Context: an optimization exercise on an open-source flow, tuned for small area. The choices shown serve that exercise and are no tape-out recipe.
Only simulation tests tie the RTL to the original design; equivalence was not proved.

## scaler_top
module scaler_top #(
    parameter int VSW   = 2,
    parameter int VBP   = 2,
    parameter int VACT  = 11,
    parameter int VFP   = 2,
    parameter int HSW   = 4,
    parameter int HBP   = 8,
    parameter int HACT  = 31,
    parameter int HFP   = 8,
    parameter int ADDR_WIDTH     = 5,
    parameter int RGB_WIDTH      = 10,
    parameter int RAM_DATA_WIDTH = 30,
    parameter int VSYNC_POL      = 0,
    parameter int HSYNC_POL      = 0
)(
    input  logic                   clk,
    input  logic                   rstn,
    input  logic [1:0]             i_mode,
    input  logic [1:0]             i_method,
    input  logic                   i_vsync,
    input  logic                   i_hsync,
    input  logic                   i_de,
    input  logic [RGB_WIDTH-1:0]   i_r_data,
    input  logic [RGB_WIDTH-1:0]   i_g_data,
    input  logic [RGB_WIDTH-1:0]   i_b_data,
    output logic                   o_vsync,
    output logic                   o_hsync,
    output logic                   o_de_scaled,
    output logic [RGB_WIDTH-1:0]   o_r_scaled,
    output logic [RGB_WIDTH-1:0]   o_g_scaled,
    output logic [RGB_WIDTH-1:0]   o_b_scaled
);
export LEC_CHECK = 0
export ABC_AREA = 1
export CAP_MARGIN = 20
export CORE_MARGIN = 2
export CORE_UTILIZATION = 60
export SLEW_MARGIN = 20
create_clock -name core_clock -period 20.0 [get_ports {clk}]
standard.sh (not shown) runs the stock make flow with config.mk's settings and CLKGATE_MAP_FILE= SYNTH_SCRIPT=/design/flow/synth_recipe.tcl, a recipe that flattens the netlist after the stock synthesis.
==> flow/flow/run.sh <==
#!/bin/bash
# Standard ORFS layout (the standard.sh) with these changes:
#  - after the standard synthesis, its combinational logic is re-mapped for
#    area by yosys/abc (reopt.sh); registers, their names and cells stay
#  - combinational cells set to their smallest size after floorplan, so the
#    later repair steps size up only what needs it (downsize.tcl)
#  - port buffers of the smallest buffer cell
#  - clock tree of clkbuf_16 in clusters of up to 28 without dummy loads
# Logs: synth.log, reopt.log, standard.log here, and orfs/logs.
set -e
export POST_FLOORPLAN_TCL=$PWD/flow/downsize.tcl
export BUFFER_PORTS_ARGS="-buffer_cell sky130_fd_sc_hd__buf_1"
export CTS_ARGS="-sink_clustering_enable -repair_clock_nets -dont_use_dummy_load -buf_list {sky130_fd_sc_hd__clkbuf_16} -sink_clustering_size 28 -sink_clustering_max_diameter 150"
bash standard.sh synth > synth.log 2>&1
R=$PWD/orfs/results/sky130hd/scaler_top/base
cp $R/1_2_yosys.v $PWD/std_1_2_yosys.v
bash flow/reopt.sh $PWD/std_1_2_yosys.v $R/1_2_yosys.v $PWD/reopt_stat.txt > reopt.log 2>&1
rm -f $R/1_synth.odb
bash standard.sh > standard.log 2>&1
==> flow/flow/area.abc <==
strash
&get -n
&deepsyn -T 60
&put
dch -f
amap -F 5 -A 5
topo
Other scripts of this flow, unchanged in this note and not shown: flow/flow/downsize.tcl, flow/flow/reopt.sh, flow/flow/reopt.ys.in
The baseline ran to the end with no violations.
==> next run, changes <==
Settings changed: CORE_UTILIZATION 60 to 75.
What happened:
- register-to-register slack loses 0.59 ns
- hold slack improves by 0.023 ns
- die area goes down by 20%
==> next run, changes <==
==> flow/flow/area.abc (replaced) <==
strash
dch -f
amap -F 5 -A 5
strash
dch -f
amap -F 5 -A 5
strash
dch -f
amap -F 5 -A 5
topo
Settings changed: CORE_UTILIZATION 75 to 60.
Effect: Die area came out higher by 26%; routed wire length shrinks by 18%; synthesized cell count goes up by 5.2%; global-route usage shrinks by 12 points; register-to-register slack is better by 1.1 ns; clock-buffer cell count stays the same.
==> next run, changes <==
--- a/flow/flow/run.sh
+++ b/flow/flow/run.sh
@@ -7,3 +7,3 @@
 #  - port buffers of the smallest buffer cell
-#  - clock tree of clkbuf_16 in clusters of up to 28 without dummy loads
+#  - clock tree of clkbuf_8 without dummy loads
 # Logs: synth.log, reopt.log, standard.log here, and orfs/logs.
@@ -12,3 +12,3 @@
 export BUFFER_PORTS_ARGS="-buffer_cell sky130_fd_sc_hd__buf_1"
-export CTS_ARGS="-sink_clustering_enable -repair_clock_nets -dont_use_dummy_load -buf_list {sky130_fd_sc_hd__clkbuf_16} -sink_clustering_size 28 -sink_clustering_max_diameter 150"
+export CTS_ARGS="-sink_clustering_enable -repair_clock_nets -dont_use_dummy_load -buf_list {sky130_fd_sc_hd__clkbuf_8} -sink_clustering_size 20"
 bash standard.sh synth > synth.log 2>&1
Settings changed: CORE_UTILIZATION 60 to 40.
What happened: Setup slack improves by 0.31 ns; via count rose by a few percent; critical path depth is unchanged; first-iteration DRC count fell by a little under a tenth.

---

The RTL this note starts from:
==> flow/design.v <==
module scaler_chan (
    input  logic       clk,
    input  logic       m_third,
    input  logic [9:0] i_pix,
    input  logic       ws,
    input  logic       ws_t,
    input  logic       step,
    input  logic       w1,
    input  logic       w2,
    input  logic       w4,
    input  logic       s_id,
    input  logic       s_sh1,
    input  logic       s_sh2,
    input  logic       s_d3,
    input  logic       s_d6,
    input  logic       s_d9,
    output logic [9:0] o_pix
);
    logic [13:0] acc;
    logic [10:0] ff [0:15];
    logic [10:0] fn [0:15];
    logic        fx;
    always_comb begin
        fn[0] = acc[10:0];
        for (int k = 1; k < 16; k++) fn[k] = ff[k-1];
        if (m_third) begin
            fn[11][0] = fx;
            fn[11][1] = ff[15][0];
            fn[11][2] = acc[12];
            fn[11][3] = ff[15][2];
            fn[11][4] = ff[15][3];
            fn[12][4] = acc[13];
            fn[11][5] = ff[15][4];
            fn[11][6] = ff[15][5];
        end
    end
    always_ff @(posedge clk) begin
        if (step) begin
            fx <= acc[11];
            for (int k = 0; k < 16; k++) ff[k] <= fn[k];
        end
    end
    wire [13:0] t3 = {ff[12][6], ff[11][4], ff[15][1], ff[10]};
    wire [13:0] t2 = {3'b000, ff[15]};
    wire        ws_t3 = ws_t && m_third;
    wire        ws_t2 = ws_t && !m_third;
    wire [13:0] base = ({14{ws_t3}} & t3) | ({14{ws_t2}} & t2) | ({14{!ws}} & acc);
    wire [13:0] wp   = {2'b00, ({10{w1}} & i_pix)} |
                       {1'b0, ({10{w2}} & i_pix), 1'b0} |
                       {({10{w4}} & i_pix), 2'b00};
    logic [14:0] c;
    logic [13:0] acc_n;
    always_comb begin
        c[0] = 1'b0;
        for (int i = 0; i < 14; i++) begin
            acc_n[i] = base[i] ^ wp[i] ^ c[i];
            c[i+1]   = (base[i] & wp[i]) | ((base[i] ^ wp[i]) & c[i]);
        end
    end
    always_ff @(posedge clk) acc <= acc_n;
    wire [13:0] h = {ff[12][4], ff[11][2], fx, ff[0]};
    logic [11:0] d3;
    logic [9:0]  d9;
    logic        r1, r0, n1, n0;
    always_comb begin
        r1 = 1'b0; r0 = 1'b0;
        d3 = '0;
        for (int i = 13; i >= 0; i--) begin
            if (i < 12) d3[i] = r1 | (r0 & h[i]);
            n1 = h[i] ? r1 : r0;
            n0 = h[i] ? ~(r1 | r0) : r1;
            r1 = n1; r0 = n0;
        end
        r1 = 1'b0; r0 = 1'b0;
        d9 = '0;
        for (int i = 11; i >= 0; i--) begin
            if (i < 10) d9[i] = r1 | (r0 & d3[i]);
            n1 = d3[i] ? r1 : r0;
            n0 = d3[i] ? ~(r1 | r0) : r1;
            r1 = n1; r0 = n0;
        end
    end
    assign o_pix = ({10{s_id}}  & h[9:0])   |
                   ({10{s_sh1}} & h[10:1])  |
                   ({10{s_sh2}} & h[11:2])  |
                   ({10{s_d3}}  & d3[9:0])  |
                   ({10{s_d6}}  & d3[10:1]) |
                   ({10{s_d9}}  & d9);
endmodule
`timescale 1ns / 1ps
module scaler_top #(
    parameter int VSW   = 2,
    parameter int VBP   = 2,
    parameter int VACT  = 11,
    parameter int VFP   = 2,
    parameter int HSW   = 4,
    parameter int HBP   = 8,
    parameter int HACT  = 31,
    parameter int HFP   = 8,
    parameter int ADDR_WIDTH     = 5,
    parameter int RGB_WIDTH      = 10,
    parameter int RAM_DATA_WIDTH = 30,
    parameter int VSYNC_POL      = 0,
    parameter int HSYNC_POL      = 0
)(
    input  logic                   clk,
    input  logic                   rstn,
    input  logic [1:0]             i_mode,
    input  logic [1:0]             i_method,
    input  logic                   i_vsync,
    input  logic                   i_hsync,
    input  logic                   i_de,
    input  logic [RGB_WIDTH-1:0]   i_r_data,
    input  logic [RGB_WIDTH-1:0]   i_g_data,
    input  logic [RGB_WIDTH-1:0]   i_b_data,
    output logic                   o_vsync,
    output logic                   o_hsync,
    output logic                   o_de_scaled,
    output logic [RGB_WIDTH-1:0]   o_r_scaled,
    output logic [RGB_WIDTH-1:0]   o_g_scaled,
    output logic [RGB_WIDTH-1:0]   o_b_scaled
);
    wire m_byp   = (i_mode == 2'b00);
    wire m_half  = (i_mode == 2'b01);
    wire m_third = (i_mode == 2'b10);
    wire avg     = i_method[0];
    wire m_cross = m_third && (i_method == 2'b10);
    wire samp    = (i_mode == 2'b01) ? !i_method[0] : (i_method == 2'b00);
    logic [4:0] lc;
    logic [5:0] hc;
    logic [1:0] m3;
    logic       first;    
    always_ff @(posedge clk or negedge rstn) begin
        if (!rstn) begin
            lc    <= 5'd17;
            hc    <= 6'd0;
            m3    <= 2'd0;
            first <= 1'b1;
        end else if (lc == 5'd17) begin
            if (i_vsync) begin
                lc <= 5'd0;
                hc <= 6'd1;
                m3 <= 2'd1;
            end
        end else begin
            if (hc == 6'd50) begin
                hc <= 6'd0;
                lc <= lc + 5'd1;
            end else begin
                hc <= hc + 6'd1;
            end
            m3 <= (m3 == 2'd2) ? 2'd0 : m3 + 2'd1;
            if (lc == 5'd16) first <= 1'b0;
        end
    end
    wire inx   = (hc >= 6'd12) && (hc <= 6'd42);    
    wire x30   = (hc == 6'd42);
    wire x33   = (hc == 6'd45);
    wire row10 = (lc == 5'd14);
    wire row11 = (lc == 5'd15);
    wire r0    = (lc == 5'd4) || (lc == 5'd7) || (lc == 5'd10) || (lc == 5'd13);
    wire r1    = (lc == 5'd5) || (lc == 5'd8) || (lc == 5'd11) || (lc == 5'd14);
    wire r2    = (lc == 5'd6) || (lc == 5'd9) || (lc == 5'd12);
    wire ws    = m_byp || (inx && (m_half ? !hc[0] : (m3 == 2'd0)));
    wire step  = ws || x33;
    wire use_t = m_half ? lc[0] : (m_third && !r0);
    wire ws_t  = ws && use_t;
    wire w1 = m_byp
            || (m_half && avg && !x30)
            || (m_half && !avg && !lc[0] && !hc[0])
            || (m_cross && r1 && !x30 && (m3 != 2'd1))
            || (m_cross && !r1 && (x30 || (m3 == 2'd1)))
            || (m_third && avg && !row10)
            || (m_third && samp && r0 && (m3 == 2'd0));
    wire w2 = (m_half && avg && x30)
            || (m_cross && r1 && !x30 && (m3 == 2'd1))
            || (m_third && avg && row10);
    wire w4 = m_cross && r1 && x30;
    logic vs_d, hs_d, de_d;
    logic vs_n, hs_n, de_n;
    always_comb begin
        vs_n = 1'b0; hs_n = 1'b0; de_n = 1'b0;
        if (m_byp) begin
            vs_n = vs_d; hs_n = hs_d; de_n = de_d;
        end else if (m_half) begin
            vs_n = ((lc == 5'd1) && (hc >= 6'd3)) || (lc == 5'd2) || ((lc == 5'd3) && (hc <= 6'd2));
            hs_n = (lc <= 5'd16) && (hc >= 6'd3) && (hc <= 6'd6) && ((lc != 5'd0) || ((hc == 6'd3) && !first));
            de_n = lc[0] && (lc >= 5'd5) && (lc <= 5'd15) && (hc >= 6'd15) && (hc <= 6'd45) && hc[0];
        end else if (m_third) begin
            vs_n = ((lc == 5'd1) && (hc >= 6'd4)) || (lc == 5'd2) || ((lc == 5'd3) && (hc <= 6'd3));
            hs_n = (lc <= 5'd16) && (hc >= 6'd4) && (hc <= 6'd7) && ((lc != 5'd0) || ((hc == 6'd4) && !first));
            de_n = ((r2 && (hc <= 6'd46)) || (row11 && (hc <= 6'd43))) && (hc >= 6'd16) && (m3 == 2'd1);
        end
    end
    always_ff @(posedge clk or negedge rstn) begin
        if (!rstn) begin
            vs_d <= 1'b0; hs_d <= 1'b0; de_d <= 1'b0;
            o_vsync <= 1'b0; o_hsync <= 1'b0; o_de_scaled <= 1'b0;
        end else begin
            vs_d <= i_vsync; hs_d <= i_hsync; de_d <= i_de;
            o_vsync <= vs_n; o_hsync <= hs_n; o_de_scaled <= de_n;
        end
    end
    wire s_id  = o_de_scaled && (m_byp || samp);
    wire s_sh2 = o_de_scaled && m_half && avg && !row11;
    wire s_sh1 = o_de_scaled && m_half && avg && row11;
    wire s_d3  = o_de_scaled && m_third && avg && (hc == 6'd47);
    wire s_d9  = o_de_scaled && m_third && avg && (hc != 6'd47);
    wire s_d6  = o_de_scaled && m_cross;
    scaler_chan u_r (.clk(clk), .m_third(m_third), .i_pix(i_r_data), .ws(ws), .ws_t(ws_t), .step(step),
                     .w1(w1), .w2(w2), .w4(w4), .s_id(s_id), .s_sh1(s_sh1), .s_sh2(s_sh2),
                     .s_d3(s_d3), .s_d6(s_d6), .s_d9(s_d9), .o_pix(o_r_scaled));
    scaler_chan u_g (.clk(clk), .m_third(m_third), .i_pix(i_g_data), .ws(ws), .ws_t(ws_t), .step(step),
                     .w1(w1), .w2(w2), .w4(w4), .s_id(s_id), .s_sh1(s_sh1), .s_sh2(s_sh2),
                     .s_d3(s_d3), .s_d6(s_d6), .s_d9(s_d9), .o_pix(o_g_scaled));
    scaler_chan u_b (.clk(clk), .m_third(m_third), .i_pix(i_b_data), .ws(ws), .ws_t(ws_t), .step(step),
                     .w1(w1), .w2(w2), .w4(w4), .s_id(s_id), .s_sh1(s_sh1), .s_sh2(s_sh2),
                     .s_d3(s_d3), .s_d6(s_d6), .s_d9(s_d9), .o_pix(o_b_scaled));
endmodule
==> flow/config.mk <==
export PLATFORM = sky130hd
export DESIGN_NAME = scaler_top
export DESIGN_NICKNAME = scaler_top
export VERILOG_FILES = /design/flow/design.v
export SDC_FILE = /design/flow/constraint.sdc
export NUM_CORES = 4
export LEC_CHECK = 0
export ABC_AREA = 1
export CAP_MARGIN = 20
export CORE_MARGIN = 2
export CORE_UTILIZATION = 60
export SLEW_MARGIN = 20
==> flow/constraint.sdc <==
create_clock -name core_clock -period 20.0 [get_ports {clk}]
set_input_delay 4.0000 -clock core_clock [delete_from_list [all_inputs] [get_ports {clk}]]
set_output_delay 4.0000 -clock core_clock [all_outputs]
set_load 0.01 [all_outputs]
==> flow/flow/run.sh <==
#!/bin/bash
# Standard ORFS layout (the standard.sh) with these changes:
#  - after the standard synthesis, its combinational logic is re-mapped for
#    area by yosys/abc (reopt.sh); registers, their names and cells stay
#  - combinational cells set to their smallest size after floorplan, so the
#    later repair steps size up only what needs it (downsize.tcl)
#  - port buffers of the smallest buffer cell
#  - clock tree of clkbuf_16 in clusters of up to 22 without dummy loads
# Logs: synth.log, reopt.log, standard.log here, and orfs/logs.
set -e
export POST_FLOORPLAN_TCL=$PWD/flow/downsize.tcl
export BUFFER_PORTS_ARGS="-buffer_cell sky130_fd_sc_hd__buf_1"
export CTS_ARGS="-sink_clustering_enable -repair_clock_nets -dont_use_dummy_load -buf_list {sky130_fd_sc_hd__clkbuf_16} -sink_clustering_size 22 -sink_clustering_max_diameter 120"
bash standard.sh synth > synth.log 2>&1
R=$PWD/orfs/results/sky130hd/scaler_top/base
cp $R/1_2_yosys.v $PWD/std_1_2_yosys.v
bash flow/reopt.sh $PWD/std_1_2_yosys.v $R/1_2_yosys.v $PWD/reopt_stat.txt > reopt.log 2>&1
rm -f $R/1_synth.odb
bash standard.sh > standard.log 2>&1
==> flow/flow/area.abc <==
strash
dch -f
amap -F 5 -A 5
strash
dch -f
amap -F 5 -A 5
strash
dch -f
amap -F 5 -A 5
topo
==> flow/flow/downsize.tcl <==
# Swap every combinational cell to the smallest drive strength of the same
# function; later repair steps (repair_design, repair_timing) resize what
# slew, capacitance or timing needs.
set db [ord::get_db]
set block [ord::get_db_block]
set dont_use [split $::env(DONT_USE_CELLS)]
set n 0
foreach inst [$block getInsts] {
  set m [[$inst getMaster] getName]
  if {![regexp {^sky130_fd_sc_hd__([a-z0-9]+)_([0-9]+)$} $m -> fn sz]} { continue }
  if {[regexp {^(df|edf|sdf|dl|clk|tap|fill|decap|conb|diode|probe|lpflow)} $fn]} { continue }
  foreach s {0 1 2} {
    if {$s >= $sz} { break }
    set cand "sky130_fd_sc_hd__${fn}_${s}"
    if {[lsearch -exact $dont_use $cand] >= 0} { continue }
    set nm [$db findMaster $cand]
    if {$nm eq "NULL" || $nm eq ""} { continue }
    if {[$inst swapMaster $nm]} { incr n }
    break
  }
}
puts "downsize: swapped $n instances"
==> flow/flow/reopt.sh <==
#!/bin/bash
# usage: reopt.sh IN.v OUT.v STAT.txt  (run from the flow work folder)
set -euo pipefail
D=$(cd "$(dirname "$0")" && pwd)
LIB=$FLOW_HOME/platforms/sky130hd/lib/sky130_fd_sc_hd__tt_025C_1v80.lib
DU=$(sed -n '/^export DONT_USE_CELLS/,/^$/p' $FLOW_HOME/platforms/sky130hd/config.mk | grep -oE 'sky130_fd_sc_hd__[a-z0-9_]+' | sed 's/^/-dont_use /' | tr '\n' ' ')
KEEP=$(grep -oE 'sky130_fd_sc_hd__(df|edf|sdf|dl|conb)[a-z0-9_]*' "$1" | sort -u | tr '\n' ' ')
sed -e "s#@LIB@#$LIB#g" -e "s#@IN@#$1#" -e "s#@OUT@#$2#" -e "s#@STAT@#$3#" -e "s#@KEEP@#$KEEP#" \
    -e "s#@DONTUSE@#$DU#" -e "s#@ABCSCRIPT@#$D/area.abc#" $D/reopt.ys.in > reopt.ys
yosys -s reopt.ys
==> flow/flow/reopt.ys.in <==
# Re-map the combinational logic of the standard synthesis netlist for area.
# Registers (and their names and cell types) are kept as they are.
read_liberty -ignore_miss_func @LIB@
read_verilog -defer @IN@
hierarchy -top scaler_top
setattr -mod -set keep_hierarchy 1 @KEEP@
flatten
opt_clean
abc -liberty @LIB@ @DONTUSE@ -script @ABCSCRIPT@
opt_clean -purge
hilomap -singleton -hicell sky130_fd_sc_hd__conb_1 HI -locell sky130_fd_sc_hd__conb_1 LO
splitnets
opt_clean -purge
select scaler_top
tee -o @STAT@ stat -liberty @LIB@
check
write_verilog -noattr -nohex -nodec -selected @OUT@
Rerun with:
--- a/flow/flow/run.sh
+++ b/flow/flow/run.sh
@@ -6,10 +6,10 @@
 #    later repair steps size up only what needs it (downsize.tcl)
 #  - port buffers of the smallest buffer cell
-#  - clock tree of clkbuf_16 in clusters of up to 22 without dummy loads
+#  - clock tree of clkbuf_8 without dummy loads
 # Logs: synth.log, reopt.log, standard.log here, and orfs/logs.
 set -e
 export POST_FLOORPLAN_TCL=$PWD/flow/downsize.tcl
 export BUFFER_PORTS_ARGS="-buffer_cell sky130_fd_sc_hd__buf_1"
-export CTS_ARGS="-sink_clustering_enable -repair_clock_nets -dont_use_dummy_load -buf_list {sky130_fd_sc_hd__clkbuf_16} -sink_clustering_size 22 -sink_clustering_max_diameter 120"
+export CTS_ARGS="-sink_clustering_enable -repair_clock_nets -dont_use_dummy_load -buf_list {sky130_fd_sc_hd__clkbuf_8} -sink_clustering_size 20"
 bash standard.sh synth > synth.log 2>&1
 R=$PWD/orfs/results/sky130hd/scaler_top/base
Area after synthesis stays the same.
Count of clock-buffer cells in the layout came out higher by 62.
Critical path depth does not change.
Non-clock buffer count is unchanged.
Via count rose by a few percent.
Design area went up by a few percent.
Utilization rose by 1.4 points.
Synthesized cell count does not change.
Rerun with:
==> flow/flow/run.sh (replaced) <==
#!/bin/bash
# Standard ORFS layout (the standard.sh, standard synthesis) with:
#  - combinational cells set to their smallest size after floorplan,
#    so the later repair steps size up only what needs it
#  - port buffers of the smallest buffer cell
#  - clock tree without dummy loads
# Each tool's output is in standard.log here and in orfs/logs.
set -e
export POST_FLOORPLAN_TCL=$PWD/flow/downsize.tcl
export BUFFER_PORTS_ARGS="-buffer_cell sky130_fd_sc_hd__buf_1"
export CTS_ARGS="-sink_clustering_enable -repair_clock_nets -dont_use_dummy_load -buf_list {sky130_fd_sc_hd__clkbuf_8} -sink_clustering_size 20"
bash standard.sh > standard.log 2>&1
- CORE_UTILIZATION: 60 -> 40
removed: flow/flow/area.abc
removed: flow/flow/reopt.sh
removed: flow/flow/reopt.ys.in
Effect: The changed run completed without violations. Via count is higher by 12%. Register-to-register slack degrades by 1300 ps. Worst setup slack improved by 1000 ps. Die area grows by 63%. Area after synthesis climbs by 9.7%. Cell count is higher by 31%. Wire length rose by 20%. Core utilization falls by 23 points. Clock-buffer cell count does not change. Final area is higher by 7.6%.
Rerun with:
==> flow/run.sh (new file) <==
#!/bin/bash
# synth_recipe.tcl (not shown) runs the flow's synth.tcl, then flattens the netlist and writes it again
# the make line also repeats each setting of config.mk as NAME=value (left out here)
make -C /OpenROAD-flow-scripts/flow DESIGN_CONFIG=/design/flow/config.mk WORK_HOME=/design/flow/orfs CLKGATE_MAP_FILE= SYNTH_SCRIPT=/design/flow/synth_recipe.tcl finish
removed: flow/flow/run.sh
removed: flow/flow/downsize.tcl
removed: flow/standard.sh
The new run produced a clean layout.
Clock-buffer cell count goes down by 11.
Area after synthesis stays the same.

-- afterwards: timing with drivers on the ports --
In the flow no input, the clock included, has a driving cell. The finished layouts below were timed again as built, in two steps.
Step 1 sets driving cells, clkbuf_16 on the clock port and buf_2 on the other inputs (assumed; they add their load-dependent delay and slew).
Step 2 also shifts input and output timing later by t, the mid clock arrival at the registers, as if the neighbouring blocks saw the same clock.
Three values: no drivers, after step 1, after step 2; two values: the first two.
run	t (ns)	setup slack, ns	worst register clock-pin slew, ns	worst slew at a driven data input, ns
the first run of note 1	0.601	9.041 / 8.987 / 9.150	0.11 / 0.11	0.07
the second run of note 1	0.606	7.872 / 7.848 / 7.848	0.12 / 0.12	0.06
the third run of note 1	0.611	8.041 / 8.018 / 8.018	0.11 / 0.11	0.05
the fourth run of note 1	0.704	8.349 / 8.326 / 8.326	0.07 / 0.07	0.09
the first run of note 2	0.637	8.102 / 8.080 / 8.080	0.09 / 0.09	0.05
the second run of note 2	0.670	8.037 / 8.015 / 8.015	0.06 / 0.06	0.05
the third run of note 2	0.679	9.049 / 9.015 / 8.852	0.06 / 0.06	0.10
the fourth run of note 2	0.659	8.423 / 8.399 / 8.399	0.07 / 0.07	0.04
After both steps setup and hold are still met in every run listed. The setup slack of the third run of note 2, which loses most, moves by -0.034 ns with the drivers and by -0.197 ns with both steps.
